This is an optimization exercise on Yosys and OpenROAD, whose aim is small area, a short achievable clock period and few clock cycles, not a production implementation.
No functional check of the RTL was part of any run shown here.
No activity file was given, so power comes from the tool's default toggle rates.

--- run.sh ---
#!/bin/bash
# synth_recipe.tcl (not shown) runs the flow's synth.tcl, then flattens the netlist and writes it again
# the make line also repeats each setting of config.mk as NAME=value (left out here)
make -C /OpenROAD-flow-scripts/flow DESIGN_CONFIG=/design/flow/config.mk WORK_HOME=/design/flow/orfs CLKGATE_MAP_FILE= SYNTH_SCRIPT=/design/flow/synth_recipe.tcl finish
--- config.mk ---
export PLATFORM = sky130hd
export DESIGN_NAME = GenTrianglePoints
export DESIGN_NICKNAME = GenTrianglePoints
export VERILOG_FILES = /design/flow/design.v
export SDC_FILE = /design/flow/constraint.sdc
export NUM_CORES = 4
export LEC_CHECK = 0
export CAP_MARGIN = 30
export CORE_MARGIN = 2
export CORE_UTILIZATION = 30
export SLEW_MARGIN = 20
--- constraint.sdc ---
create_clock -name core_clock -period 24.0 [get_ports {i_clk}]
set_input_delay 4.8000 -clock core_clock [delete_from_list [all_inputs] [get_ports {i_clk}]]
set_output_delay 4.8000 -clock core_clock [all_outputs]
set_load 0.01 [all_outputs]
--- design.v ---
`default_nettype none
module GenTrianglePoints(
   i_clk, i_rst, i_start, i_v1, i_v2, i_v3,
   o_write, o_done, o_point
);
   parameter SCREEN_WIDTH = 640;
   parameter SCREEN_HEIGHT = 480;
   input         i_clk, i_rst, i_start;
   input [63:0]  i_v1, i_v2, i_v3;  
   output        o_write, o_done;
   output [31:0] o_point;           
   reg st_idle, st_dx, st_dy, st_box, st_mul, st_row, st_walk, st_sweep, st_down;
   reg        inr;        
   reg        dir;        
   reg        rsf;        
   reg        hb;         
   reg [3:0]  pos;        
   reg        trav;       
   reg        cy0, cy1, cy2;      
   reg        cn0, cn1, cn2;      
   reg        cg0, cg1, cg2;      
   reg        cdbl, cpass;        
   reg        cdel;               
   reg [32:0] w0, w1, w2;
   function [32:0] ilv;
      input [14:0] fy, fx;
      integer i;
      begin
         ilv[32:30] = 3'b000;
         for (i = 0; i < 15; i = i + 1) begin
            ilv[2*i+1] = fy[i];
            ilv[2*i]   = fx[i];
         end
      end
   endfunction
   function [14:0] dly;    
      input [32:0] fw;
      integer i;
      for (i = 0; i < 15; i = i + 1) dly[i] = fw[2*i+3];
   endfunction
   function [14:0] dlx;    
      input [32:0] fw;
      integer i;
      for (i = 0; i < 15; i = i + 1) dlx[i] = fw[2*i+2];
   endfunction
   wire signed [14:0] vx0 = dlx(w0), vx1 = dlx(w1), vx2 = dlx(w2);
   wire signed [14:0] vy0 = dly(w0), vy1 = dly(w1), vy2 = dly(w2);
   reg [10:0] x, y, xlo, xhi, yhi;
   reg signed [15:0] mx0, mx1, mx2, my0, my1, my2;    
   reg signed [31:0] e0, e1, e2;
   wire signed [14:0] minxf = (~mx0[15] & mx2[15]) ? vx0 : ((mx0[15] & ~mx1[15]) ? vx1 : vx2);
   wire signed [14:0] minyf = (~my0[15] & my2[15]) ? vy0 : ((my0[15] & ~my1[15]) ? vy1 : vy2);
   wire signed [14:0] maxyf = (my0[15] & ~my2[15]) ? vy0 : ((~my0[15] & my1[15]) ? vy1 : vy2);
   wire signed [14:0] fminx = minxf >>> 4;
   wire signed [14:0] fminy = minyf >>> 4;
   wire signed [14:0] fmaxy = maxyf >>> 4;
   wire signed [11:0] cminx = fminx[11:0] + {11'd0, |minxf[3:0]};
   wire signed [11:0] cminy = fminy[11:0] + {11'd0, |minyf[3:0]};
   wire signed [11:0] cmaxy = fmaxy[11:0] + {11'd0, |maxyf[3:0]};
   wire signed [11:0] bx0 = cminx[11] ? 12'sd0 : cminx;
   wire signed [11:0] by0 = cminy[11] ? 12'sd0 : cminy;
   wire signed [11:0] bx1 = (bx0 > SCREEN_WIDTH - 1) ? bx0 : SCREEN_WIDTH - 1;
   wire signed [11:0] mxy = (cmaxy > SCREEN_HEIGHT) ? SCREEN_HEIGHT : cmaxy;
   wire signed [11:0] by1 = (mxy > by0) ? mxy - 12'sd1 : by0;
   wire [15:0] mm0 = cy0 ? my0 : mx0;
   wire [15:0] mm1 = cy1 ? my1 : mx1;
   wire [15:0] mm2 = cy2 ? my2 : mx2;
   wire [19:0] ml0 = trav ? {mm0, 4'd0} : {{4{mm0[15]}}, mm0};
   wire [19:0] ml1 = trav ? {mm1, 4'd0} : {{4{mm1[15]}}, mm1};
   wire [19:0] ml2 = trav ? {mm2, 4'd0} : {{4{mm2[15]}}, mm2};
   wire [19:0] mb0 = (ml0 ^ {20{cn0}}) & {20{cg0}};
   wire [19:0] mb1 = (ml1 ^ {20{cn1}}) & {20{cg1}};
   wire [19:0] mb2 = (ml2 ^ {20{cn2}}) & {20{cg2}};
   wire [31:0] a0 = ({e0[30:0], 1'b0} & {32{cdbl}}) | (e0 & {32{cpass}}) |
                    ({{16{mm1[15]}}, mm1} & {32{cdel}});
   wire [31:0] a1 = ({e1[30:0], 1'b0} & {32{cdbl}}) | (e1 & {32{cpass}}) |
                    ({{16{mm2[15]}}, mm2} & {32{cdel}});
   wire [31:0] a2 = ({e2[30:0], 1'b0} & {32{cdbl}}) | (e2 & {32{cpass}}) |
                    ({{16{mm0[15]}}, mm0} & {32{cdel}});
   wire c0 = cg0 & cn0;
   wire c1 = cg1 & cn1;
   wire c2 = cg2 & cn2;
   wire [31:0] b0w = {{12{mb0[19]}}, mb0};
   wire [31:0] b1w = {{12{mb1[19]}}, mb1};
   wire [31:0] b2w = {{12{mb2[19]}}, mb2};
   wire [32:0] t0 = {a0, c0} + {b0w, c0};
   wire [32:0] t1 = {a1, c1} + {b1w, c1};
   wire [32:0] t2 = {a2, c2} + {b2w, c2};
   wire signed [31:0] s0 = t0[32:1];
   wire signed [31:0] s1 = t1[32:1];
   wire signed [31:0] s2 = t2[32:1];
   wire [31:0] p0w = a0 ^ b0w;
   wire [31:0] p1w = a1 ^ b1w;
   wire [31:0] p2w = a2 ^ b2w;
   wire z0 = ~(|s0);
   wire z1 = ~(|s1);
   wire z2 = ~(|s2);
   wire sg0 = p0w[31] ^ carry31(a0[30:0], b0w[30:0], c0);
   wire sg1 = p1w[31] ^ carry31(a1[30:0], b1w[30:0], c1);
   wire sg2 = p2w[31] ^ carry31(a2[30:0], b2w[30:0], c2);
   wire dyp0 = ~my0[15] & (|my0);
   wire dyp1 = ~my1[15] & (|my1);
   wire dyp2 = ~my2[15] & (|my2);
   wire dyn0 = my0[15];
   wire dyn1 = my1[15];
   wire dyn2 = my2[15];
   function carry31;
      input [30:0] fa, fb;
      input        fc;
      reg [31:0] g, p;
      reg [15:0] g1, p1;
      reg [7:0]  g2, p2;
      reg [3:0]  g3, p3;
      reg [1:0]  g4, p4;
      integer i;
      begin
         g = {fa & fb, fc};
         p = {fa ^ fb, 1'b0};
         for (i = 0; i < 16; i = i + 1) begin
            g1[i] = g[2*i+1] | (p[2*i+1] & g[2*i]);
            p1[i] = p[2*i+1] & p[2*i];
         end
         for (i = 0; i < 8; i = i + 1) begin
            g2[i] = g1[2*i+1] | (p1[2*i+1] & g1[2*i]);
            p2[i] = p1[2*i+1] & p1[2*i];
         end
         for (i = 0; i < 4; i = i + 1) begin
            g3[i] = g2[2*i+1] | (p2[2*i+1] & g2[2*i]);
            p3[i] = p2[2*i+1] & p2[2*i];
         end
         for (i = 0; i < 2; i = i + 1) begin
            g4[i] = g3[2*i+1] | (p3[2*i+1] & g3[2*i]);
            p4[i] = p3[2*i+1] & p3[2*i];
         end
         carry31 = g4[1] | (p4[1] & g4[0]);
      end
   endfunction
   function out_test;
      input        sg0, sg1, sg2;   
      input        towards;    
      input        p0, p1, p2, q0, q1, q2;  
      reg le0, le1, le2, ge0, ge1, ge2, nd0, nd1, nd2, ni0, ni1, ni2;
      begin
         le0 = sg0;  ge0 = ~sg0;
         le1 = sg1;  ge1 = ~sg1;
         le2 = sg2;  ge2 = ~sg2;
         nd0 = towards ? ~q0 : ~p0;  ni0 = towards ? ~p0 : ~q0;
         nd1 = towards ? ~q1 : ~p1;  ni1 = towards ? ~p1 : ~q1;
         nd2 = towards ? ~q2 : ~p2;  ni2 = towards ? ~p2 : ~q2;
         out_test = ((le0 & nd0) | (le1 & nd1) | (le2 & nd2)) &
                    ((ge0 & ni0) | (ge1 & ni1) | (ge2 & ni2));
      end
   endfunction
   wire s_in = (~sg0 & ~z0 & ~sg1 & ~z1 & ~sg2 & ~z2) |
               (sg0 & sg1 & sg2);
   wire bo_sum  = out_test(sg0, sg1, sg2, ~dir,
                           dyp0, dyp1, dyp2, dyn0, dyn1, dyn2);
   wire ao_sum  = out_test(sg0, sg1, sg2, dir,
                           dyp0, dyp1, dyp2, dyn0, dyn1, dyn2);
   wire [10:0] xb = dir ? xlo : xhi;           
   wire [10:0] xa = dir ? xhi : xlo;           
   wire at_b = (x == xb);
   wire at_a = (x == xa);
   wire last_row = (y == yhi);
   wire fwd_ok    = ~at_a & ~ao_sum;
   wire walk_stop = at_b | bo_sum;
   wire emit = inr & (st_sweep | (st_row & rsf));
   assign o_write = emit;
   assign o_done  = st_idle;
   assign o_point = {5'd0, y, 5'd0, x};
   wire mul_end  = st_mul & hb & (pos == 4'd0);
   wire row_fwd  = st_row & rsf & ~at_a;
   wire row_back = st_row & ~rsf;
   wire walk_mv  = st_walk & ~at_b;
   wire sw_fwd   = st_sweep & ~at_a;
   wire down_mv  = st_down;
   wire row_end  = (st_row & rsf & ~fwd_ok) | (st_sweep & ~fwd_ok);
   wire n_dx    = st_idle & i_start;
   wire n_dy    = st_dx;
   wire n_box   = st_dy;
   wire n_mul   = st_box | (st_mul & ~mul_end);
   wire n_row   = mul_end | down_mv;
   wire n_walk  = (st_row & ~rsf & ~bo_sum) | (st_walk & ~walk_stop);
   wire n_sweep = (st_row & rsf & fwd_ok) | (st_row & ~rsf & bo_sum) | (st_walk & walk_stop) |
                  (st_sweep & fwd_ok);
   wire n_down  = (row_end & ~last_row);
   wire n_idle  = (st_idle & ~i_start) | (row_end & last_row);
   wire n_setup = n_dx | n_dy | n_box | n_mul;
   wire n_dir = st_mul | (st_down ? ~dir : dir);
   wire n_rsf = st_mul | (st_down ? (at_a | ao_sum) : rsf);
   wire n_back = n_walk | (n_row & ~n_rsf);
   wire n_hb  = st_mul & ~hb;
   wire [3:0] n_pos = st_box ? 4'd14 : (hb ? pos - 4'd1 : pos);
   wire n_top = (n_pos == 4'd14);
   wire n_hi  = (n_pos >= 4'd4);
   wire nabit = (st_box ? by0[10] : (hb ? y[10] : x[10])) & n_hi;
   wire nb0 = w0[31];
   wire nb1 = w1[31];
   wire nb2 = w2[31];
   wire ndp0 = n_top ? (nabit | nb0) : (nabit & ~nb0);
   wire ndp1 = n_top ? (nabit | nb1) : (nabit & ~nb1);
   wire ndp2 = n_top ? (nabit | nb2) : (nabit & ~nb2);
   wire ndn0 = ~n_top & ~nabit & nb0;
   wire ndn1 = ~n_top & ~nabit & nb1;
   wire ndn2 = ~n_top & ~nabit & nb2;
   wire e_en  = st_mul | row_fwd | row_back | walk_mv | sw_fwd | down_mv;
   wire [10:0] x_inc = x + 11'd1;
   wire [10:0] x_dec = x - 11'd1;
   wire x_fwd_mv  = row_fwd | sw_fwd;
   wire x_back_mv = row_back | walk_mv;
   always @(posedge i_clk) begin
      if (e_en) begin
         e0 <= s0;  e1 <= s1;  e2 <= s2;
      end
      if (st_idle | st_dx) begin
         mx0 <= st_idle ? {i_v1[14], i_v1[14:0]} : s0[15:0];
         mx1 <= st_idle ? {i_v2[14], i_v2[14:0]} : s1[15:0];
         mx2 <= st_idle ? {i_v3[14], i_v3[14:0]} : s2[15:0];
      end
      if (st_idle | st_dy) begin
         my0 <= st_idle ? {i_v1[46], i_v1[46:32]} : s0[15:0];
         my1 <= st_idle ? {i_v2[46], i_v2[46:32]} : s1[15:0];
         my2 <= st_idle ? {i_v3[46], i_v3[46:32]} : s2[15:0];
      end
      if (st_idle) begin
         w0 <= ilv(i_v1[46:32], i_v1[14:0]);
         w1 <= ilv(i_v2[46:32], i_v2[14:0]);
         w2 <= ilv(i_v3[46:32], i_v3[14:0]);
      end else begin
         w0 <= w0 << 1;  w1 <= w1 << 1;  w2 <= w2 << 1;
      end
      if (st_box) begin
         xlo <= bx0[10:0];  xhi <= bx1[10:0];  yhi <= by1[10:0];
      end
      if (st_box)
        x <= bx0[10:0];
      else if (st_mul & hb & (pos >= 4'd4))
        x <= {x[9:0], x[10]};
      else if (x_fwd_mv | x_back_mv)
        x <= (x_fwd_mv ^ dir) ? x_dec : x_inc;
      if (st_box)
        y <= by0[10:0];
      else if (st_mul & ~hb & (pos >= 4'd4))
        y <= {y[9:0], y[10]};
      else if (down_mv)
        y <= y + 11'd1;
      if (st_box | st_mul) begin
         pos <= n_pos;
         hb <= n_hb;
      end
      dir <= n_dir;
      rsf <= n_rsf;
      trav <= ~(n_idle | n_setup);
      if (e_en) inr <= s_in;
      cdel <= n_dx | n_dy;
      if (n_dx | n_dy) begin
         cy0 <= n_dy;  cy1 <= n_dy;  cy2 <= n_dy;
         cg0 <= 1'b1;  cg1 <= 1'b1;  cg2 <= 1'b1;
         cn0 <= 1'b1;  cn1 <= 1'b1;  cn2 <= 1'b1;
         cdbl  <= 1'b0;
         cpass <= 1'b0;
      end else if (n_mul) begin
         cy0 <= n_hb;  cy1 <= n_hb;  cy2 <= n_hb;
         cg0 <= ndp0 | ndn0;  cg1 <= ndp1 | ndn1;  cg2 <= ndp2 | ndn2;
         cn0 <= n_hb ? ndp0 : ndn0;
         cn1 <= n_hb ? ndp1 : ndn1;
         cn2 <= n_hb ? ndp2 : ndn2;
         cdbl  <= ~n_hb & ~n_top;
         cpass <= n_hb;
      end else begin
         cy0 <= ~n_down;  cy1 <= ~n_down;  cy2 <= ~n_down;
         cg0 <= 1'b1;  cg1 <= 1'b1;  cg2 <= 1'b1;
         cn0 <= ~n_down & (n_back ^ n_dir);
         cn1 <= ~n_down & (n_back ^ n_dir);
         cn2 <= ~n_down & (n_back ^ n_dir);
         cdbl  <= 1'b0;
         cpass <= 1'b1;
      end
      st_dx    <= n_dx;
      st_dy    <= n_dy;
      st_box   <= n_box;
      st_mul   <= n_mul;
      st_row   <= n_row;
      st_walk  <= n_walk;
      st_sweep <= n_sweep;
      st_down  <= n_down;
      st_idle  <= n_idle;
      if (i_rst) begin
         st_idle <= 1'b1;  st_dx <= 1'b0;  st_dy <= 1'b0;  st_box <= 1'b0;  st_mul <= 1'b0;  st_row <= 1'b0;
         st_walk <= 1'b0;  st_sweep <= 1'b0;  st_down <= 1'b0;
      end
   end
endmodule
==> results.cfg, run 1 <==
[status]
status = no timing/DRC/antenna violations

[clocking]
h-tree-depth = 2
clk_latency_ps = 590
cts_root_buffer = clkbuf_16
post_cts_buffers = 0
cts_tree = done
clk_pin_slew_ps = 60
cts_buffers = 44
hold_buffers = 0
cts_buffer_depth = 3
clock_sink_count = 371
cts_resized = 0

[worst_setup_path]
crit_type = reg -> reg
end_kind = flop
crit_path_start_kind = flop
cp_max_fo = 48
critPathRequiredTime_ps = 24340
arrival_ps = 7310

[timing]
rsz0062_at_grt = no
hold_viol = 0
finalMaxSlewViolations = 0
slew_headroom_pct = 32.7
worst_clock_skew_ps = 22.7
fmax_mhz = 143
post-route-period-util_pct = 29.0
fin_tns_setup_ps = 0
worstMarginPinSlew_ps = 1010
layout_min_cycle_time_ps = 6970
finalSetupViolCount = 0

[floorplanning]
dieArea_um2 = 87400
start_util_pct = 30.4
ios = 229
die_y_um = 296
core-area_um2 = 84000
die_x_um = 296
row_count = 106

[final_layout]
drive_gt1_share_pct = 6.27
finalNetCount = 3139
antenna_cells = 0
regArea_um2 = 9980
syn2layout_area_growth_pct = 14.6
final_common_cell = o21ai_0
n_fill_cell = 8558
multi_input_comb_area_um2 = 14200
layout_common_cells = o21ai_0, nand2_1, edfxtp_1, inv_1, a21oi_1

[power]
ir_drop_mv = 0.0705
p_leak_uw = 0.0116
power_density_nw_per_um2 = 160
power_uw = 4670

[min_path]
hp-class = reg -> reg

[yosys]
synth_ff_type = edfxtp_1
avgSynthCellArea_um2 = 9.19
ys_ff_latch = 371
syn_inst = 2777
synthArstFlopShare_pct = 0
synth_seq_area_share_pct = 39.0
netlist_area_um2 = 25500
synth.distinct_cells = 90
synth_edf_count = 253
synth-warning-count = 1

[global_route]
grt_pass1_vias = 19766
grt_start_max_net_pins = 233
grt_overflow_total = 0
grt_antenna_before_repair = 7
grtUsageTotal_pct = 18.0
grt_pass1_wl_um = 121000

[placement]
hpwl_um = 60800
place_congestion = 0.899
port_buffers = 116

[route]
wl_um = 80700
drcViolationCount = 0
post_drt_wl_per_cell_um = 20.2
first_pass_iters = 6
drt_iter0_drc = 2362
antenna_left = 0
via_per_inst = 5.38
vias = 21450

[run]
max-cap-violations = 0
==> state kept, by name, summed over array words and instances, names as in the netlist, 15 cells and up <==
register and cells:
vx0 15, my1 16, vx2 15, vx1 15, mx0 16, mx1 16, e0 32, mx2 16
my0 16, my2 16, e1 32, e2 32
==> final timing paths <==
check	from	slack, ps	cells after the start	endpoint
setup / recovery	cy1	17030	17	inr
hold / removal	w0[0]	440	2	w0[1]
setup reg to reg	cy1	17030	17	inr
hold reg to reg	w0[0]	440	2	w0[1]
==> cells by family (layout without fill, tap and decap cells) <==
| logic type | after synthesis | after routing | synth area share, % |
|---|---|---|---|
| adder cells (fa/ha/maj) | 125 | 125 | 6.24 |
| XOR/XNOR | 212 | 212 | 7.33 |
| multiplexers | 183 | 183 | 7.39 |
| other | 1 | 10 | 0.0147 |
| AO/OA/AOI/OAI | 778 | 778 | 19.9 |
| AND/OR/NAND/NOR | 758 | 758 | 14.7 |
| buffers and inverters | 349 | 418 | 5.35 |
| flip-flops | 371 | 371 | 39.0 |
==> cell type report <==
type / count / share of cell area (%)
clock buffers: 64 / 4.34
clock inverters: 18 / 0.676
inverters: 192 / 2.46
multi-input cells: 2066 / 48.7
flip-flops and latches: 371 / 34.1
well taps: 1134 / 4.85
repair buffers: 144 / 4.85
==> metrics by stage <==
| step | instance area (um^2) | std cells | hold WS [ps] | setup slack (ps) | utilization, % |
|---|---|---|---|---|---|
| 6_report | 29200 | 3989 | 436 | 17030 | 34.8 |
| 3_3_place_gp | 27700 | 3903 | 428 | 17040 | 33.0 |
| 5_1_grt | 29200 | 3989 | 466 | 16660 | 34.8 |
| 2_1_floorplan | 25600 | 2786 | 415 | 18370 | - |
| 4_1_cts | 29200 | 3985 | 439 | 17060 | 34.8 |
| 3_5_place_dp | 27700 | 3903 | 430 | 17090 | 33.0 |
==> synthesized netlist by cell type, types with 36 or more instances <==
cell type    n  area share [%]
o21ai_0    262             5.1
nand2_1    260             3.8
edfxtp_1   253              30
inv_1      189             2.8
a21oi_1    173             3.4
mux2i_1    142             5.6
xnor2_1    131             4.5
nor2_1     130             1.9
ha_1       121             5.9
dfxtp_1    118             9.3
clkbuf_1   115             1.7
xor2_1      79             2.7
and2_1      70             1.7
a221o_1     51             2.0
a21o_1      45             1.3
nand3_1     45            0.88
mux2_2      39             1.7
nand4_1     36            0.88
==> power by group <==
group | switching (uW) | total, uW | internal [uW]
clock | 290 | 693 | 403
combinational | 1890 | 2950 | 1060
sequential | 69.7 | 1020 | 953
==> metal layers <==
layer,wire [um],global-route usage (%),vias to the layer above
met5,10,0,-
met4,1930,4.36,2
met3,5590,2.74,112
met2,34600,27.5,740
met1,38500,26.4,10358
li1,-,-,10238
==> critical path: stages (launching register included) <==
cell,delay [ps]
dfxtp_2,310
buf_4,620
mux2i_1,810
nor2_2,340
a221o_1,350
ha_1,480
nand4_1,210
nor4_1,450
o211ai_1,190
nand3_1,210
a31oi_1,130
xor2_1,420
inv_1,280
nand3_1,220
or4b_1,450
or4_1,410
or4b_1,500
o211a_1,270
==> run 2: changes to the inputs <==
--- a/design.v
+++ b/design.v
@@ -48,2 +48,3 @@
    reg [10:0] x, y, xlo, xhi, yhi;
+   reg        yhm;        
    reg signed [15:0] mx0, mx1, mx2, my0, my1, my2;    
@@ -62,4 +63,5 @@
    wire signed [11:0] bx1 = (bx0 > SCREEN_WIDTH - 1) ? bx0 : SCREEN_WIDTH - 1;
-   wire signed [11:0] mxy = (cmaxy > SCREEN_HEIGHT) ? SCREEN_HEIGHT : cmaxy;
-   wire signed [11:0] by1 = (mxy > by0) ? mxy - 12'sd1 : by0;
+   wire signed [11:0] ymx = {yhm, yhi};
+   wire signed [11:0] mxy = (ymx > SCREEN_HEIGHT) ? SCREEN_HEIGHT : ymx;
+   wire signed [11:0] by1 = (mxy > $signed({1'b0, y})) ? mxy - 12'sd1 : {1'b0, y};
    wire [15:0] mm0 = cy0 ? my0 : mx0;
@@ -178,2 +180,3 @@
    wire n_dx    = st_idle & i_start;
+   wire n_dxc   = st_idle;                
    wire n_dy    = st_dx;
@@ -187,3 +190,3 @@
    wire n_idle  = (st_idle & ~i_start) | (row_end & last_row);
-   wire n_setup = n_dx | n_dy | n_box | n_mul;
+   wire n_setup = st_idle | n_dy | n_box | n_mul;
    wire n_dir = st_mul | (st_down ? ~dir : dir);
@@ -232,3 +235,3 @@
       if (st_box) begin
-         xlo <= bx0[10:0];  xhi <= bx1[10:0];  yhi <= by1[10:0];
+         xlo <= bx0[10:0];  xhi <= bx1[10:0];  {yhm, yhi} <= cmaxy;
       end
@@ -240,2 +243,3 @@
         x <= (x_fwd_mv ^ dir) ? x_dec : x_inc;
+      if (st_mul & ~hb & (pos == 4'd14)) yhi <= by1[10:0];
       if (st_box)
@@ -254,4 +258,4 @@
       if (e_en) inr <= s_in;
-      cdel <= n_dx | n_dy;
-      if (n_dx | n_dy) begin
+      cdel <= n_dxc | n_dy;
+      if (n_dxc | n_dy) begin
          cy0 <= n_dy;  cy1 <= n_dy;  cy2 <= n_dy;
--- a/config.mk
+++ b/config.mk
@@ -7,5 +7,7 @@
 export LEC_CHECK = 0
-export CAP_MARGIN = 30
+export CAP_MARGIN = 20
 export CORE_MARGIN = 2
-export CORE_UTILIZATION = 30
+export CORE_UTILIZATION = 60
+export CTS_BUF_LIST = sky130_fd_sc_hd__clkbuf_8
+export CTS_CLUSTER_SIZE = 30
 export SLEW_MARGIN = 20
==> run 2 against run 1 <==
  * Total power is 8.3% lower
  * Non-clock buffer count down 1
  * Global-route usage rose by 17 points
  * Register-to-register slack improved by 440 ps
  * Highest routed layer is now met4
  * Worst hold slack better by 10 ps
  * Critical path depth shrank 16
  * Synthesized cell count down 1.5%
  * Clock skew grew 15 ps
==> results.cfg, run 2 <==
[global_route]
grt_pass1_wl_um = 117000
grt_overflow_total = 0
grt_pass1_vias = 20365
grt_antenna_before_repair = 0
grtUsageTotal_pct = 35.0
grt_start_max_net_pins = 116

[timing]
fmax_mhz = 146
finalMaxSlewViolations = 0
rsz0062_at_grt = no
hold_viol = 0
fin_tns_setup_ps = 0
worst_slack_ps = 17160
slew_headroom_pct = 25.3
finalSetupViolCount = 0
layout_min_cycle_time_ps = 6840
worst_clock_skew_ps = 38.2
worstMarginPinSlew_ps = 1120
post-route-period-util_pct = 28.5
whs_ps = 446

[clocking]
hold_buffers = 0
cts_resized = 0
cts_buffers = 70
h-tree-depth = 3
clk_pin_slew_ps = 60
cts_tree = done
clock_sink_count = 372
cts_root_buffer = clkbuf_8
clk_latency_ps = 660
post_cts_buffers = 0
cts_buffer_depth = 3

[yosys]
synth_compound_area_share_pct = 20.9
synth_area_leader_cell = edfxtp_1
synthArstFlopShare_pct = 0
avgSynthCellArea_um2 = 9.18
netlist_area_um2 = 25100
synth.top_cells.by_count = o21ai_0, nand2_1, edfxtp_1
synth_edf_count = 254
synth.distinct_cells = 94
synth_top_family_by_area = compound AO/OA/AOI/OAI gates
syn_inst = 2734
synthMuxAreaShare_pct = 5.32
synth_ff_type = edfxtp_1
synth.area.top_cells = edfxtp_1, dfxtp_1, ha_1
synthAdderAreaFrac_pct = 6.45
ys_ff_latch = 372
synth_seq_area_share_pct = 39.8
yosys.area_share.simple_pct = 14.3
synth-warning-count = 1
yosysMostFrequentCell = o21ai_0
synthXorXnorAreaFrac_pct = 7.60
synth_top_cell_area_share_pct = 30.4

[worst_setup_path]
end_kind = primary output
worst-path-buf-inv = 1
arrival_ps = 2040
cp_top_family = flip-flops
crit_slowest_cell = dfxtp_4
crit_chain = clkdlybuf4s50_1
critPathRequiredTime_ps = 19200
crit_path_start_kind = flop
crit_type = reg -> out
slowest_delay_ps = 740
cp_max_fo = 64

[floorplanning]
row_count = 74
core-area_um2 = 41100
ios = 229
dieArea_um2 = 43500
start_util_pct = 61.1
die_y_um = 209
die_x_um = 209

[power]
ir_drop_mv = 0.118
power_density_nw_per_um2 = 154
p_leak_uw = 0.0113

[min_path]
hp-class = reg -> reg

[final_layout]
drive_gt1_share_pct = 7.19
n_fill_cell = 3383
top_regs = e0 (32), e1 (32), e2 (32)
layout_common_cells = o21ai_0, nand2_1, edfxtp_1, inv_1, a21oi_1
antenna_cells = 0
syn2layout_area_growth_pct = 11.0
final_common_cell = o21ai_0
finalNetCount = 3132

[status]
status = no timing/DRC/antenna violations

[placement]
place_congestion = 0.983
hpwl_um = 58700
dp_slack_ps = 17590
port_buffers = 116

[run]
max-cap-violations = 0

[route]
antenna_left = 0
via_per_inst = 6.37
wl_um = 77300
drcViolationCount = 0
first_pass_iters = 8
drt_iter0_drc = 2711
post_drt_wl_per_cell_um = 22.8
vias = 21638
-- run 2: changes by cell type after synthesis, sizes merged, moves of 12 or more --
cell / before / now
xnor2: 133 / 148
a21oi: 174 / 191
nand4: 36 / 21
mux2i: 143 / 94
clkbuf: 115 / 96
o22ai: 4 / 16
o21ai: 267 / 283
-- run 2: per-stage QoR --
| step | std cells | power, uW | instance area (um^2) | util, % |
|---|---|---|---|---|
| floorplan | 2743 | 2870 | 25100 | - |
| global placement | 3270 | 3540 | 26500 | 64.6 |
| detailed placement | 3270 | 3600 | 26500 | 64.6 |
| CTS | 3396 | 4220 | 27900 | 67.8 |
| global route | 3396 | 4530 | 27900 | 67.8 |
| finish | 3396 | 4280 | 27900 | 67.8 |
-- run 2: final cells by class --
type | instances | area, um^2 | area share [%]
timing repair buffer | 143 | 1360 | 4.89
inverter | 201 | 754 | 2.71
clock inverter | 50 | 284 | 1.02
tap | 532 | 666 | 2.39
clock buffer | 76 | 1050 | 3.75
multi-input combinational | 2022 | 13700 | 49.3
sequential | 372 | 10000 | 35.9
-- run 2: where the power goes --
part           internal [uW]  switching (uW)
Clock                    315             287
Combinational            943            1710
Sequential               947            74.6
Total                   2210            2080
-- run 2: worst paths after layout --
check / depth (start not counted) / slack [ps] / start / to
min reg2reg: 2 / 450 / w1[0] / w1[1]
min: 2 / 450 / w1[0] / w1[1]
max reg2reg: 19 / 17470 / cy2 / inr
max: 1 / 17160 / st_idle / o_done
-- run 2: kinds of logic after synthesis --
group                    count (synthesis)
AO/OA/AOI/OAI                          804
AND/OR/NAND/NOR                        736
flip-flops                             372
buffers and inverters                  349
XOR/XNOR                               217
multiplexers                           128
adder cells (fa/ha/maj)                127
other                                    1
-- run 2: per-layer routing --
metal  vias to the layer above  track usage (%)  part of all wire (%)
met1                     10353             47.7                    43
li1                      10086                -                     -
met5                         -                0                     0
met3                       189             5.96                   8.0
met2                      1010             55.3                    45
met4                         0             14.8                   4.2
==> run 3: changes to the inputs <==
--- a/design.v
+++ b/design.v
@@ -9,6 +9,7 @@
    input [63:0]  i_v1, i_v2, i_v3;  
-   output        o_write, o_done;
+   output reg    o_write;
+   output        o_done;
    output [31:0] o_point;           
    reg st_idle, st_dx, st_dy, st_box, st_mul, st_row, st_walk, st_sweep, st_down;
-   reg        inr;        
+   reg [10:0] px, py;     
    reg        dir;        
@@ -18,7 +19,9 @@
    reg        trav;       
-   reg        cy0, cy1, cy2;      
+   reg        cxa0, cxa1, cxa2;   
+   reg        cya0, cya1, cya2;   
+   reg        cxr0, cxr1, cxr2;   
+   reg        cyr0, cyr1, cyr2;   
    reg        cn0, cn1, cn2;      
-   reg        cg0, cg1, cg2;      
    reg        cdbl, cpass;        
-   reg        cdel;               
+   reg        cdx, cdy;           
    reg [32:0] w0, w1, w2;
@@ -66,20 +69,20 @@
    wire signed [11:0] by1 = (mxy > $signed({1'b0, y})) ? mxy - 12'sd1 : {1'b0, y};
-   wire [15:0] mm0 = cy0 ? my0 : mx0;
-   wire [15:0] mm1 = cy1 ? my1 : mx1;
-   wire [15:0] mm2 = cy2 ? my2 : mx2;
-   wire [19:0] ml0 = trav ? {mm0, 4'd0} : {{4{mm0[15]}}, mm0};
-   wire [19:0] ml1 = trav ? {mm1, 4'd0} : {{4{mm1[15]}}, mm1};
-   wire [19:0] ml2 = trav ? {mm2, 4'd0} : {{4{mm2[15]}}, mm2};
-   wire [19:0] mb0 = (ml0 ^ {20{cn0}}) & {20{cg0}};
-   wire [19:0] mb1 = (ml1 ^ {20{cn1}}) & {20{cg1}};
-   wire [19:0] mb2 = (ml2 ^ {20{cn2}}) & {20{cg2}};
+   function [19:0] opnd;
+      input [15:0] fx, fy;
+      input        xa, ya, xr, yr;
+      opnd = ({fx, 4'd0} & {20{xa}}) | ({fy, 4'd0} & {20{ya}}) |
+             ({{4{fx[15]}}, fx} & {20{xr}}) | ({{4{fy[15]}}, fy} & {20{yr}});
+   endfunction
+   wire [19:0] mb0 = opnd(mx0, my0, cxa0, cya0, cxr0, cyr0) ^ {20{cn0}};
+   wire [19:0] mb1 = opnd(mx1, my1, cxa1, cya1, cxr1, cyr1) ^ {20{cn1}};
+   wire [19:0] mb2 = opnd(mx2, my2, cxa2, cya2, cxr2, cyr2) ^ {20{cn2}};
    wire [31:0] a0 = ({e0[30:0], 1'b0} & {32{cdbl}}) | (e0 & {32{cpass}}) |
-                    ({{16{mm1[15]}}, mm1} & {32{cdel}});
+                    ({{16{mx1[15]}}, mx1} & {32{cdx}}) | ({{16{my1[15]}}, my1} & {32{cdy}});
    wire [31:0] a1 = ({e1[30:0], 1'b0} & {32{cdbl}}) | (e1 & {32{cpass}}) |
-                    ({{16{mm2[15]}}, mm2} & {32{cdel}});
+                    ({{16{mx2[15]}}, mx2} & {32{cdx}}) | ({{16{my2[15]}}, my2} & {32{cdy}});
    wire [31:0] a2 = ({e2[30:0], 1'b0} & {32{cdbl}}) | (e2 & {32{cpass}}) |
-                    ({{16{mm0[15]}}, mm0} & {32{cdel}});
-   wire c0 = cg0 & cn0;
-   wire c1 = cg1 & cn1;
-   wire c2 = cg2 & cn2;
+                    ({{16{mx0[15]}}, mx0} & {32{cdx}}) | ({{16{my0[15]}}, my0} & {32{cdy}});
+   wire c0 = cn0;
+   wire c1 = cn1;
+   wire c2 = cn2;
    wire [31:0] b0w = {{12{mb0[19]}}, mb0};
@@ -96,5 +99,2 @@
    wire [31:0] p2w = a2 ^ b2w;
-   wire z0 = ~(|s0);
-   wire z1 = ~(|s1);
-   wire z2 = ~(|s2);
    wire sg0 = p0w[31] ^ carry31(a0[30:0], b0w[30:0], c0);
@@ -155,4 +155,4 @@
    endfunction
-   wire s_in = (~sg0 & ~z0 & ~sg1 & ~z1 & ~sg2 & ~z2) |
-               (sg0 & sg1 & sg2);
+   wire is_in = (~e0[31] & (|e0) & ~e1[31] & (|e1) & ~e2[31] & (|e2)) |
+                (e0[31] & e1[31] & e2[31]);
    wire bo_sum  = out_test(sg0, sg1, sg2, ~dir,
@@ -168,6 +168,5 @@
    wire walk_stop = at_b | bo_sum;
-   wire emit = inr & (st_sweep | (st_row & rsf));
-   assign o_write = emit;
+   wire emit = is_in & (st_sweep | (st_row & rsf));
    assign o_done  = st_idle;
-   assign o_point = {5'd0, y, 5'd0, x};
+   assign o_point = {5'd0, py, 5'd0, px};
    wire mul_end  = st_mul & hb & (pos == 4'd0);
@@ -257,8 +256,13 @@
       trav <= ~(n_idle | n_setup);
-      if (e_en) inr <= s_in;
-      cdel <= n_dxc | n_dy;
+      o_write <= emit & ~i_rst;
+      px <= x;
+      py <= y;
+      cdx <= n_dxc;
+      cdy <= n_dy;
       if (n_dxc | n_dy) begin
-         cy0 <= n_dy;  cy1 <= n_dy;  cy2 <= n_dy;
-         cg0 <= 1'b1;  cg1 <= 1'b1;  cg2 <= 1'b1;
-         cn0 <= 1'b1;  cn1 <= 1'b1;  cn2 <= 1'b1;
+         {cxa0, cxa1, cxa2} <= 3'b000;
+         {cya0, cya1, cya2} <= 3'b000;
+         {cxr0, cxr1, cxr2} <= {3{n_dxc}};
+         {cyr0, cyr1, cyr2} <= {3{n_dy}};
+         {cn0, cn1, cn2} <= 3'b111;
          cdbl  <= 1'b0;
@@ -266,4 +270,10 @@
       end else if (n_mul) begin
-         cy0 <= n_hb;  cy1 <= n_hb;  cy2 <= n_hb;
-         cg0 <= ndp0 | ndn0;  cg1 <= ndp1 | ndn1;  cg2 <= ndp2 | ndn2;
+         {cxa0, cxa1, cxa2} <= 3'b000;
+         {cya0, cya1, cya2} <= 3'b000;
+         cxr0 <= ~n_hb & (ndp0 | ndn0);
+         cxr1 <= ~n_hb & (ndp1 | ndn1);
+         cxr2 <= ~n_hb & (ndp2 | ndn2);
+         cyr0 <= n_hb & (ndp0 | ndn0);
+         cyr1 <= n_hb & (ndp1 | ndn1);
+         cyr2 <= n_hb & (ndp2 | ndn2);
          cn0 <= n_hb ? ndp0 : ndn0;
@@ -274,4 +284,6 @@
       end else begin
-         cy0 <= ~n_down;  cy1 <= ~n_down;  cy2 <= ~n_down;
-         cg0 <= 1'b1;  cg1 <= 1'b1;  cg2 <= 1'b1;
+         {cxa0, cxa1, cxa2} <= {3{n_down}};
+         {cya0, cya1, cya2} <= {3{~n_down}};
+         {cxr0, cxr1, cxr2} <= 3'b000;
+         {cyr0, cyr1, cyr2} <= 3'b000;
          cn0 <= ~n_down & (n_back ^ n_dir);
--- a/config.mk
+++ b/config.mk
@@ -7,7 +7,5 @@
 export LEC_CHECK = 0
-export CAP_MARGIN = 20
+export CAP_MARGIN = 30
 export CORE_MARGIN = 2
-export CORE_UTILIZATION = 60
-export CTS_BUF_LIST = sky130_fd_sc_hd__clkbuf_8
-export CTS_CLUSTER_SIZE = 30
+export CORE_UTILIZATION = 30
 export SLEW_MARGIN = 20
==> run 3 against run 2 <==
  * Total power fell by 10%
  * Sequential cell count grew 26
  * Non-clock buffer count unchanged
  * Largest power group unchanged
  * Wire length up 2.1%
  * Combinational power fell by 26%
==> results.cfg, run 3 <==
[yosys]
synth.distinct_cells = 86
synth_top_cell_area_share_pct = 30.1
synth_seq_area_share_pct = 41.6
synth.area.top_cells = edfxtp_1, dfxtp_1, ha_1
synthArstFlopShare_pct = 0
netlist_area_um2 = 25300
ys_ff_latch = 398
syn_inst = 2679
yosysMostFrequentCell = nand2_1
synth_area_leader_cell = edfxtp_1
synth_ff_type = edfxtp_1
synth-warning-count = 1
synth.top_cells.by_count = nand2_1, edfxtp_1, o21ai_0
avgSynthCellArea_um2 = 9.43
synth_edf_count = 253

[worst_setup_path]
crit_cells = 1
arrival_ps = 2100
critPathRequiredTime_ps = 19200
crit_slowest_cell = dfxtp_4
cp_top_family = flip-flops
crit_path_start_kind = flop
crit_chain = clkdlybuf4s50_1
cp_max_fo = 77
end_kind = primary output
worst-path-buf-inv = 1
ff2ff_path_depth = 16
slowest_delay_ps = 810
crit_type = reg -> out

[floorplanning]
row_count = 106
ios = 229
start_util_pct = 30.2
die_y_um = 294
dieArea_um2 = 86500
die_x_um = 294
core-area_um2 = 83600

[final_layout]
syn2layout_area_growth_pct = 15.1
n_fill_cell = 8526
antenna_cells = 0
layout.cells.non_filler = 3847
regArea_um2 = 10500
drive_gt1_share_pct = 6.14
layout_common_cells = nand2_1, edfxtp_1, o21ai_0, inv_1, a21oi_1
multi_input_comb_area_um2 = 13500
finalNetCount = 3047
utilization_pct = 34.8
top_regs = e0 (32), e1 (32), e2 (32)
final_common_cell = nand2_1

[route]
via_per_inst = 5.42
first_pass_iters = 5
post_drt_wl_per_cell_um = 20.5
drcViolationCount = 0
vias = 20832
drt_iter0_drc = 1820
antenna_left = 0
wl_um = 79000

[clocking]
cts_buffers = 47
cts_resized = 0
clk_pin_slew_ps = 60
post_cts_buffers = 0
hold_buffers = 0
h-tree-depth = 2
clock_sink_count = 398
cts_root_buffer = clkbuf_16
cts_tree = done
cts_buffer_depth = 3
clk_latency_ps = 600

[timing]
post-route-period-util_pct = 28.8
slew_headroom_pct = 29.5
fin_tns_setup_ps = 0
fmax_mhz = 145
layout_min_cycle_time_ps = 6900
worstMarginPinSlew_ps = 1050
worst_clock_skew_ps = 30.9
finalMaxSlewViolations = 0
rsz0062_at_grt = no
hold_viol = 0
finalSetupViolCount = 0

[global_route]
grt_start_max_net_pins = 104
grt_pass1_wl_um = 120000
grt_pass1_vias = 19820
grt_overflow_total = 0
grtUsageTotal_pct = 17.9
grt_antenna_before_repair = 0

[min_path]
hp-class = reg -> reg
holdPathStages = 1

[status]
status = no timing/DRC/antenna violations

[placement]
port_buffers = 116
place_congestion = 0.915
hpwl_um = 59100
dp_cells = 3759

[power]
power_density_nw_per_um2 = 132
ir_drop_mv = 0.0667
p_leak_uw = 0.0116

[run]
max-cap-violations = 0
-- run 3: cell count changes after synthesis, sizes merged, moves of 17 or more --
cell	previous run	this run
mux2i	94	76
nand2	261	290
a21o	38	63
dfxtp	118	145
inv	201	176
a221oi	8	51
a21oi	191	174
a22oi	25	94
nor2	135	105
and2	66	20
a22o	3	47
a222oi	21	3
o21ai	283	182
-- run 3: cell type report --
class,count,area share [%]
clock buffer,59,4.37
tap,1080,4.65
sequential,398,36.2
clock inverter,29,1.29
multi-input combinational,1962,46.6
inverter,176,2.27
timing repair buffer,143,4.69
-- run 3: power breakdown --
part,switching (uW),internal [uW],total (uW)
registers,131,963,1090
logic,1180,804,1980
clock network,311,454,765
-- run 3: stage by stage --
stage | hold slack [ps] | worst slack, ps | instance area, um^2 | power (uW)
after global routing | 466 | 16990 | 29100 | 4090
after detailed placement | 443 | 17640 | 27400 | 3050
final | 455 | 17100 | 29100 | 3840
after floorplan | 346 | 18650 | 25300 | 2530
after CTS | 451 | 17010 | 29100 | 3820
after global placement | 438 | 17630 | 27400 | 3030
-- run 3: cell families (layout without fill, tap and decap cells) --
group                    count (synthesis)  in the layout  synth area share (%)
buffers and inverters                  328            407                  5.03
other                                    1             10                0.0148
adder cells (fa/ha/maj)                124            124                  6.17
XOR/XNOR                               234            234                  8.17
AO/OA/AOI/OAI                          811            811                  22.2
multiplexers                            95             95                  3.86
AND/OR/NAND/NOR                        688            688                  13.0
flip-flops                             398            398                  41.6
-- run 3: path summary, 6_finish.rpt --
| kind | from | end | slack (ps) |
|---|---|---|---|
| worst max register to register | cpass | cn2 | 18680 |
| worst min register to register | w0[0] | w0[1] | 460 |
| worst max-delay path | st_idle | o_done | 17100 |
| worst min-delay path | w0[0] | w0[1] | 460 |
-- run 3: per-layer routing --
| metal | track usage, % | up-vias | wire length [um] |
|---|---|---|---|
| met3 | 2.36 | 137 | 4200 |
| met2 | 29.9 | 647 | 36900 |
| li1 | - | 9949 | - |
| met4 | 6.83 | 0 | 3190 |
| met5 | 0 | - | 0 |
| met1 | 23.6 | 10099 | 34700 |
==> run 4: changes to the inputs <==
--- a/design.v
+++ b/design.v
@@ -18,3 +18,2 @@
    reg [3:0]  pos;        
-   reg        trav;       
    reg        cxa0, cxa1, cxa2;   
@@ -189,3 +188,2 @@
    wire n_idle  = (st_idle & ~i_start) | (row_end & last_row);
-   wire n_setup = st_idle | n_dy | n_box | n_mul;
    wire n_dir = st_mul | (st_down ? ~dir : dir);
@@ -207,2 +205,3 @@
    wire ndn2 = ~n_top & ~nabit & nb2;
+   wire cap = ~(st_dx | st_dy | st_box | st_mul | st_row | st_walk | st_sweep | st_down);
    wire e_en  = st_mul | row_fwd | row_back | walk_mv | sw_fwd | down_mv;
@@ -216,13 +215,13 @@
       end
-      if (st_idle | st_dx) begin
-         mx0 <= st_idle ? {i_v1[14], i_v1[14:0]} : s0[15:0];
-         mx1 <= st_idle ? {i_v2[14], i_v2[14:0]} : s1[15:0];
-         mx2 <= st_idle ? {i_v3[14], i_v3[14:0]} : s2[15:0];
-      end
-      if (st_idle | st_dy) begin
-         my0 <= st_idle ? {i_v1[46], i_v1[46:32]} : s0[15:0];
-         my1 <= st_idle ? {i_v2[46], i_v2[46:32]} : s1[15:0];
-         my2 <= st_idle ? {i_v3[46], i_v3[46:32]} : s2[15:0];
+      if (cap | st_dx) begin
+         mx0 <= cap ? {i_v1[14], i_v1[14:0]} : s0[15:0];
+         mx1 <= cap ? {i_v2[14], i_v2[14:0]} : s1[15:0];
+         mx2 <= cap ? {i_v3[14], i_v3[14:0]} : s2[15:0];
+      end
+      if (cap | st_dy) begin
+         my0 <= cap ? {i_v1[46], i_v1[46:32]} : s0[15:0];
+         my1 <= cap ? {i_v2[46], i_v2[46:32]} : s1[15:0];
+         my2 <= cap ? {i_v3[46], i_v3[46:32]} : s2[15:0];
       end
-      if (st_idle) begin
+      if (cap) begin
          w0 <= ilv(i_v1[46:32], i_v1[14:0]);
@@ -255,3 +254,2 @@
       rsf <= n_rsf;
-      trav <= ~(n_idle | n_setup);
       o_write <= emit & ~i_rst;
==> run 4 against run 3 <==
  * Critical path depth is the same
  * Fmax grew 4.5%
  * Synthesized cell count grew 2.1%
  * Final cell count grew 2.9%
  * Combinational power grew 16%
  * Register-to-register slack gained 140 ps
  * Global-route usage grew 1.1 points
  * First-iteration DRC count grew 32%
  * Largest cell class unchanged
  * Wire length grew 8.0%
==> results.cfg, run 4 <==
[worst_setup_path]
crit_type = reg -> out
critPathRequiredTime_ps = 19200
cp_max_fo = 10
crit_cells = 1
cp_top_family = buffers and inverters
arrival_ps = 1810
crit_chain = clkdlybuf4s50_1
ff2ff_path_depth = 15
end_kind = primary output
slowest_delay_ps = 660
crit_path_start_kind = flop
worst-path-buf-inv = 1
crit_slowest_cell = clkdlybuf4s50_1

[timing]
fmax_mhz = 151
worstMarginPinSlew_ps = 955
finalSetupViolCount = 0
layout_min_cycle_time_ps = 6610
post-route-period-util_pct = 27.5
slew_headroom_pct = 36.3
fin_tns_setup_ps = 0
whs_ps = 422
hold_viol = 0
rsz0062_at_grt = no
worst_clock_skew_ps = 47.7
finalMaxSlewViolations = 0
worst_slack_ps = 17390

[final_layout]
multi_input_comb_area_um2 = 14300
n_fill_cell = 8650
regArea_um2 = 10500
final_common_cell = nand2_1
syn2layout_area_growth_pct = 15.0
antenna_cells = 0
top_regs = e0 (32), e1 (32), e2 (32)
finalNetCount = 3097
final_cell_area_um2 = 29600
utilization_pct = 34.8
drive_gt1_share_pct = 6.11
layout_common_cells = nand2_1, edfxtp_1, xnor2_1, dfxtp_1, a21oi_1

[clocking]
h-tree-depth = 2
cts_resized = 0
clock_sink_count = 398
clk_latency_ps = 610
cts_tree = done
cts_root_buffer = clkbuf_16
clk_pin_slew_ps = 60
hold_buffers = 0
post_cts_buffers = 0
cts_buffer_depth = 3
cts_buffers = 44

[yosys]
avgSynthCellArea_um2 = 9.40
synth_seq_area_share_pct = 40.9
synth_ff_type = edfxtp_1
synthArstFlopShare_pct = 0
synth_top_cell_area_share_pct = 29.6
netlist_area_um2 = 25700
synth_edf_count = 253
yosysMostFrequentCell = nand2_1
synth.top_cells.by_count = nand2_1, edfxtp_1, xnor2_1
synth_area_leader_cell = edfxtp_1
synth.area.top_cells = edfxtp_1, dfxtp_1, nand2_1
synth-warning-count = 1
ys_ff_latch = 398
syn_inst = 2734
synth.distinct_cells = 98

[power]
power_density_nw_per_um2 = 142
p_leak_uw = 0.0118
ir_drop_mv = 0.0757

[run]
max-cap-violations = 0

[global_route]
grt_start_max_net_pins = 89
grt_pass1_vias = 20212
grt_antenna_before_repair = 1
grt_pass1_wl_um = 128000
grtUsageTotal_pct = 19.1
grt_overflow_total = 0

[placement]
placed_area_um2 = 27900
dp_slack_ps = 17940
hpwl_um = 63800
port_buffers = 116
place_congestion = 0.915

[floorplanning]
start_util_pct = 30.2
core-area_um2 = 85000
row_count = 107
die_x_um = 297
dieArea_um2 = 88000
ios = 229
die_y_um = 297

[route]
first_pass_iters = 7
via_per_inst = 5.46
wl_um = 85300
vias = 21605
post_drt_wl_per_cell_um = 21.5
antenna_left = 0
drcViolationCount = 0
drt_iter0_drc = 2407

[min_path]
hp-class = reg -> reg
holdPathStages = 2

[status]
status = no timing/DRC/antenna violations
run 4: cell count changes after synthesis, sizes merged, moves of 24 or more:
cell / change
o21ai: -108
xnor2: +24
inv: -90
a21oi: -35
a21o: +35
and2: +27
nand2: +175
run 4: cell families (layout without fill, tap and decap cells):
group	after synthesis	after routing	synth area share (%)
xor gates and xnor gates	236	236	8.13
and+or+nand+nor	891	891	15.9
other	1	10	0.0146
muxes	91	91	3.57
buffers and inverters	245	316	3.86
DFF	398	398	40.9
AOI/OAI and AO/OA	748	748	21.6
adders and majority gates	124	124	6.07
run 4: worst paths after layout:
path                            slack (ps)     from     end
worst min register to register         420    w1[1]  vx1[0]
worst min-delay path                   420    w1[1]  vx1[0]
worst max register to register       18820      cdx     cn0
worst max-delay path                 17390  st_idle  o_done
run 4: area by class of cell:
| cell class | instances | share of cell area, % |
|---|---|---|
| Multi-Input combinational cell | 2100 | 48.3 |
| Sequential cell | 398 | 35.6 |
| Tap cell | 1144 | 4.84 |
| Timing Repair Buffer | 148 | 4.79 |
| Clock buffer | 57 | 4.31 |
| Inverter | 86 | 1.09 |
| Clock inverter | 25 | 1.07 |
run 4: power by group:
part	switching [uW]	internal [uW]	total (uW)	leakage, uW
logic	1380	915	2290	0.00745
registers	150	997	1150	0.00362
clock network	310	435	745	0.000780
run 4: through the flow:
step,total power [uW],cells
after global routing,4450,3958
after detailed placement,3390,3875
after CTS,4150,3957
final,4180,3958
after floorplan,2780,2743
after global placement,3380,3872
run 4: routing by layer:
metal  share of wire, %  track usage (%)  vias up  wire length (um)
met4                3.7             6.65        2              3140
met1                 43             26.0    10422             36900
li1                   -                -    10191                 -
met2                 45             30.3      852             38500
met5              0.015                0        -                13
met3                7.9             3.38      138              6720
==> run 5: changes to the inputs <==
--- a/config.mk
+++ b/config.mk
@@ -7,5 +7,7 @@
 export LEC_CHECK = 0
-export CAP_MARGIN = 30
+export CAP_MARGIN = 20
 export CORE_MARGIN = 2
-export CORE_UTILIZATION = 30
+export CORE_UTILIZATION = 60
+export CTS_BUF_LIST = sky130_fd_sc_hd__clkbuf_8
+export CTS_CLUSTER_SIZE = 30
 export SLEW_MARGIN = 20
==> run 5 against run 4 <==
  * First-iteration DRC count is 15% higher
  * Clock skew is 4.6 ps lower
  * Total power is 2.2% lower
==> results.cfg, run 5 <==
[yosys]
synth_area_leader_cell = edfxtp_1
ys_ff_latch = 398
synth_edf_count = 253
synth.top_cells.by_count = nand2_1, edfxtp_1, xnor2_1
synth.area.top_cells = edfxtp_1, dfxtp_1, nand2_1
synthArstFlopShare_pct = 0
syn_inst = 2734
yosysMostFrequentCell = nand2_1
synth_seq_area_share_pct = 40.9
netlist_area_um2 = 25700
avgSynthCellArea_um2 = 9.40
synth_top_cell_area_share_pct = 29.6
synth-warning-count = 1
synth.distinct_cells = 98
synth_ff_type = edfxtp_1

[global_route]
grt_antenna_before_repair = 2
grt_start_max_net_pins = 78
grt_overflow_total = 0
grtUsageTotal_pct = 37.0
grt_pass1_vias = 21473
grt_pass1_wl_um = 125000

[worst_setup_path]
cp_top_family = buffers and inverters
crit_slowest_cell = clkdlybuf4s50_1
crit_type = reg -> out
slowest_delay_ps = 630
crit_path_start_kind = flop
crit_chain = clkdlybuf4s50_1
worst-path-buf-inv = 1
arrival_ps = 1850
cp_max_fo = 10
end_kind = primary output
critPathRequiredTime_ps = 19200

[clocking]
h-tree-depth = 3
hold_buffers = 0
clock_sink_count = 398
cts_resized = 0
cts_buffer_depth = 3
clk_latency_ps = 660
cts_buffers = 70
cts_root_buffer = clkbuf_8
post_cts_buffers = 0
clk_pin_slew_ps = 60
cts_tree = done

[final_layout]
finalNetCount = 3115
syn2layout_area_growth_pct = 11.2
n_fill_cell = 3389
drive_gt1_share_pct = 6.52
layout_common_cells = nand2_1, edfxtp_1, xnor2_1, dfxtp_1, a21oi_1
final_common_cell = nand2_1
top_regs = e0 (32), e1 (32), e2 (32)
layout.cells.non_filler = 3396

[timing]
rsz0062_at_grt = no
layout_min_cycle_time_ps = 6650
fin_tns_setup_ps = 0
post-route-period-util_pct = 27.7
finalMaxSlewViolations = 0
finalSetupViolCount = 0
hold_viol = 0
fmax_mhz = 150
worstMarginPinSlew_ps = 1150
worst_clock_skew_ps = 43.0
slew_headroom_pct = 22.9

[power]
ir_drop_mv = 0.0727
p_leak_uw = 0.0118
power_density_nw_per_um2 = 143

[route]
via_per_inst = 6.64
wl_um = 82500
antenna_left = 0
first_pass_iters = 6
drt_iter0_drc = 2760
post_drt_wl_per_cell_um = 24.3
vias = 22547
drcViolationCount = 0

[floorplanning]
core-area_um2 = 42100
ios = 229
dieArea_um2 = 44500
die_x_um = 211
start_util_pct = 61.0
die_y_um = 211
row_count = 75

[status]
status = no timing/DRC/antenna violations

[run]
max-cap-violations = 0

[placement]
hpwl_um = 61100
port_buffers = 116
dp_cells = 3263
place_congestion = 0.956

[min_path]
hp-class = reg -> reg
[run 5: cell counts after synthesis]
No cell type changed its count.
[run 5: worst paths after layout]
kind | cells after the start | end | from | slack, ps
min reg2reg | 2 | vx1[0] | w1[1] | 420
max reg2reg | 18 | x[10] | dir | 18740
min | 2 | vx1[0] | w1[1] | 420
max | 1 | o_done | st_idle | 17350
[run 5: logic make-up after synthesis]
kind of cell             Yosys count  share of synthesized area, %
AND/OR/NAND/NOR                  891                          15.9
AO/OA/AOI/OAI                    748                          21.6
flip-flops                       398                          40.9
buffers and inverters            245                          3.86
XOR/XNOR                         236                          8.13
adder cells (fa/ha/maj)          124                          6.07
multiplexers                      91                          3.57
other                              1                        0.0146
[run 5: where the power goes]
part / total, uW / internal (uW) / switching (uW) / leakage [uW]
logic: 2290 / 914 / 1380 / 0.00741
registers: 1160 / 997 / 160 / 0.00362
clock network: 645 / 348 / 296 / 0.000801
[run 5: metrics by stage]
| stage | utilization [%] | hold slack, ps | setup slack (ps) | cell area [um^2] | total power, uW |
|---|---|---|---|---|---|
| floorplan | - | 329 | 18640 | 25700 | 2780 |
| global placement | 64.4 | 414 | 18050 | 27100 | 3320 |
| detailed placement | 64.4 | 409 | 18040 | 27100 | 3370 |
| CTS | 67.8 | 430 | 17340 | 28600 | 4030 |
| global route | 67.8 | 452 | 17290 | 28600 | 4330 |
| finish | 67.8 | 423 | 17350 | 28600 | 4090 |
[run 5: routing by layer]
layer | track usage, % | vias to the layer above | share of wire (%)
met3 | 8.55 | 214 | 11
met2 | 54.6 | 1279 | 43
met5 | 0 | - | 0
met1 | 52.0 | 10804 | 42
met4 | 16.6 | 0 | 4.1
li1 | - | 10250 | -
[run 5: cell type report]
class / instances / area [um^2] / area share, %
multi-input cells: 2100 / 14300 / 50.1
inverters: 86 / 323 / 1.13
repair buffers: 140 / 1340 / 4.69
flip-flops and latches: 398 / 10500 / 36.8
diodes: 5 / 12.5 / 0.0438
well taps: 539 / 674 / 2.36
clock buffers: 80 / 1100 / 3.85
clock inverters: 48 / 312 / 1.09
[run 5: worst register-to-register path, stage by stage, from the launching register on]
cell and delay [ps]:
dfxtp_2 970, mux2i_1 330, xnor2_1 90, nor4_1 390, nand3_1 310, nand2_1 220, xnor2_2 230, fa_1 510
a21o_1 180, a21oi_1 230, o21bai_1 90, a21oi_1 230, o21bai_1 90, a21oi_1 230, o21bai_1 140, a21oi_1 210
xnor2_1 150, o21ai_0 90, mux2_2 290
==> run 6: changes to the inputs <==
--- a/design.v
+++ b/design.v
@@ -170,2 +170,3 @@
    assign o_point = {5'd0, py, 5'd0, px};
+   wire cap = ~(st_dx | st_dy | st_box | st_mul | st_row | st_walk | st_sweep | st_down);
    wire mul_end  = st_mul & hb & (pos == 4'd0);
@@ -177,4 +178,4 @@
    wire row_end  = (st_row & rsf & ~fwd_ok) | (st_sweep & ~fwd_ok);
-   wire n_dx    = st_idle & i_start;
-   wire n_dxc   = st_idle;                
+   wire n_dx    = cap & i_start;
+   wire n_dxc   = cap;                    
    wire n_dy    = st_dx;
@@ -187,3 +188,3 @@
    wire n_down  = (row_end & ~last_row);
-   wire n_idle  = (st_idle & ~i_start) | (row_end & last_row);
+   wire n_idle  = (cap & ~i_start) | (row_end & last_row);
    wire n_dir = st_mul | (st_down ? ~dir : dir);
@@ -205,3 +206,2 @@
    wire ndn2 = ~n_top & ~nabit & nb2;
-   wire cap = ~(st_dx | st_dy | st_box | st_mul | st_row | st_walk | st_sweep | st_down);
    wire e_en  = st_mul | row_fwd | row_back | walk_mv | sw_fwd | down_mv;
--- a/config.mk
+++ b/config.mk
@@ -7,7 +7,5 @@
 export LEC_CHECK = 0
-export CAP_MARGIN = 20
+export CAP_MARGIN = 30
 export CORE_MARGIN = 2
-export CORE_UTILIZATION = 60
-export CTS_BUF_LIST = sky130_fd_sc_hd__clkbuf_8
-export CTS_CLUSTER_SIZE = 30
+export CORE_UTILIZATION = 30
 export SLEW_MARGIN = 20
==> run 6 against run 5 <==
  * Synthesized area down 0.51%
  * Via count fell by 4.7%
  * Non-clock buffer count rose by 12
  * Sequential cell count did not move
  * Core utilization decreased by 33 points
  * Critical path type unchanged
==> results.cfg, run 6 <==
[status]
status = no timing/DRC/antenna violations

[timing]
finalSetupViolCount = 0
fin_tns_setup_ps = 0
worstMarginPinSlew_ps = 952
hold_viol = 0
worst_slack_ps = 17750
fmax_mhz = 160
rsz0062_at_grt = no
worst_clock_skew_ps = 27.7
slew_headroom_pct = 36.5
post-route-period-util_pct = 26.0
layout_min_cycle_time_ps = 6250
finalMaxSlewViolations = 0

[placement]
placed_area_um2 = 27800
place_congestion = 0.937
dp_slack_ps = 18080
port_buffers = 116
hpwl_um = 63000

[yosys]
synth_seq_area_share_pct = 41.1
avgSynthCellArea_um2 = 9.39
synth.top_cells.by_count = nand2_1, edfxtp_1, xnor2_1
yosysMostFrequentCell = nand2_1
syn_inst = 2722
synthArstFlopShare_pct = 0
synth.distinct_cells = 84
netlist_area_um2 = 25600
synth-warning-count = 1
synth_top_cell_area_share_pct = 29.7
ys_ff_latch = 398
synth.area.top_cells = edfxtp_1, dfxtp_1, nand2_1
synth_area_leader_cell = edfxtp_1
synth_edf_count = 253
synth_ff_type = edfxtp_1

[worst_setup_path]
crit_chain = clkdlybuf4s50_1
end_kind = primary output
crit_slowest_cell = clkdlybuf4s50_1
crit_type = reg -> out
cp_max_fo = 1
crit_path_start_kind = flop
critPathRequiredTime_ps = 19200
worst-path-buf-inv = 1
critPathLaunch = px[4]
arrival_ps = 1450
timing.rr.start = dir
crit_cells = 1
ff2ff_path_depth = 21
cp_top_family = buffers and inverters
slowest_delay_ps = 550

[clocking]
cts_buffers = 44
h-tree-depth = 2
clk_pin_slew_ps = 60
clock_sink_count = 398
cts_tree = done
cts_buffer_depth = 3
post_cts_buffers = 0
clk_latency_ps = 600
cts_resized = 0
hold_buffers = 0
cts_root_buffer = clkbuf_16

[route]
drt_iter0_drc = 2136
vias = 21497
wl_um = 83400
via_per_inst = 5.44
first_pass_iters = 6
post_drt_wl_per_cell_um = 21.1
drcViolationCount = 0
antenna_left = 0

[floorplanning]
ios = 229
die_x_um = 296
row_count = 107
start_util_pct = 30.2
core-area_um2 = 84700
dieArea_um2 = 87600
die_y_um = 296

[final_layout]
top_regs = e0 (32), e1 (32), e2 (32)
finalNetCount = 3092
syn2layout_area_growth_pct = 15.1
n_fill_cell = 8580
drive_gt1_share_pct = 5.98
layout_common_cells = nand2_1, edfxtp_1, xnor2_1, dfxtp_1, a21oi_1
final_cell_area_um2 = 29400
final_common_cell = nand2_1
antenna_cells = 0

[global_route]
grtUsageTotal_pct = 18.7
grt_overflow_total = 0
grt_start_max_net_pins = 86
grt_pass1_vias = 20072
grt_antenna_before_repair = 1
grt_pass1_wl_um = 126000

[min_path]
hp-class = reg -> reg
hp-start = w1[1]
holdPathStages = 2

[power]
ir_drop_mv = 0.0782
power_density_nw_per_um2 = 166
p_leak_uw = 0.0118

[run]
max-cap-violations = 0
[run 6: cell types whose count changed after synthesis, moves of 7 or more]
cell,before,now
o21ai_0,68,88
inv_1,85,75
or2_2,3,12
a21o_1,97,109
a211oi_1,38,21
nor2b_1,39,30
nand2_1,465,453
nand2b_1,28,35
[run 6: power by group]
part           leakage, uW  total, uW  internal (uW)  switching [uW]
Clock             0.000765        746            443             303
Sequential         0.00362       1250           1070             180
Combinational      0.00739       2880           1180            1710
[run 6: path summary, 6_finish.rpt]
kind	slack, ps	end
worst max register to register	18550	x[10]
worst min register to register	430	vx1[0]
worst min-delay path	430	vx1[0]
worst max-delay path	17750	o_point[4]
[run 6: layout make-up]
class / count / area [um^2] / area share [%]
clock inverter: 20 / 307 / 1.04
inverter: 75 / 284 / 0.965
multi-input combinational: 2102 / 14200 / 48.2
sequential: 398 / 10500 / 35.7
timing repair buffer: 152 / 1430 / 4.85
tap: 1144 / 1430 / 4.86
clock buffer: 62 / 1280 / 4.36
[run 6: cells by family (layout without fill, tap and decap cells)]
family	Yosys count	count (layout)	synth area share, %
multiplexers	98	98	3.91
other	1	10	0.0147
adder cells (fa/ha/maj)	124	124	6.10
buffers and inverters	231	309	3.66
AND/OR/NAND/NOR	894	894	16.0
flip-flops	398	398	41.1
AO/OA/AOI/OAI	745	745	21.2
XOR/XNOR	231	231	8.05
[run 6: per-stage QoR]
step           util [%]  hold WS [ps]  power, uW  cells
5_1_grt            34.7           453       5200   3953
3_3_place_gp       32.9           411       4070   3870
4_1_cts            34.7           430       4850   3953
3_5_place_dp       32.9           415       4080   3871
6_report           34.7           429       4870   3953
2_1_floorplan         -           346       3320   2731
[run 6: worst min-delay path: stages, from the launching register on]
cell,delay (ps)
dfxtp_1,310
nand2_1,40
nand2_1,50
[run 6: routing by layer]
| metal | part of all wire, % | global-route usage [%] | vias up |
|---|---|---|---|
| met5 | 0 | 0 | - |
| met3 | 6.7 | 2.35 | 139 |
| met1 | 43 | 25.2 | 10380 |
| met4 | 4.7 | 8.22 | 0 |
| li1 | - | - | 10158 |
| met2 | 46 | 30.2 | 820 |

## port drivers added, routing unchanged
The results above use ideal ports. As a check the final layouts listed here were re-extracted and re-timed, cells and wires unchanged. Step 1: set_driving_cell puts a clkbuf_16 on i_clk and a buf_2 on each other input, an assumption about the parent block. Step 2, shift: input delay + t, output delay - t, t = (earliest + latest rising clock arrival at the registers) / 2. This alone moves slack from input paths to output paths. Three values: no drivers, after step 1, after step 2; two values: the first two.
run	shift t [ns]	setup slack, ns	worst setup path after step 2	slew at the worst register clock pin (ns)	pins driven straight from the clock port
run 1	0.644	17.030 / 17.030 / 17.030	register to register	0.07 / 0.07	1
run 2	0.694	17.162 / 17.105 / 17.466	register to register	0.06 / 0.06	1
run 3	0.651	17.096 / 17.030 / 17.681	register to output	0.06 / 0.06	1
run 4	0.660	17.392 / 17.322 / 17.982	register to output	0.07 / 0.07	1
run 5	0.695	17.350 / 17.295 / 17.990	register to output	0.07 / 0.07	1
run 6	0.650	17.752 / 17.685 / 18.044	input to register	0.07 / 0.07	1
After both steps setup and hold are still met in every run listed.
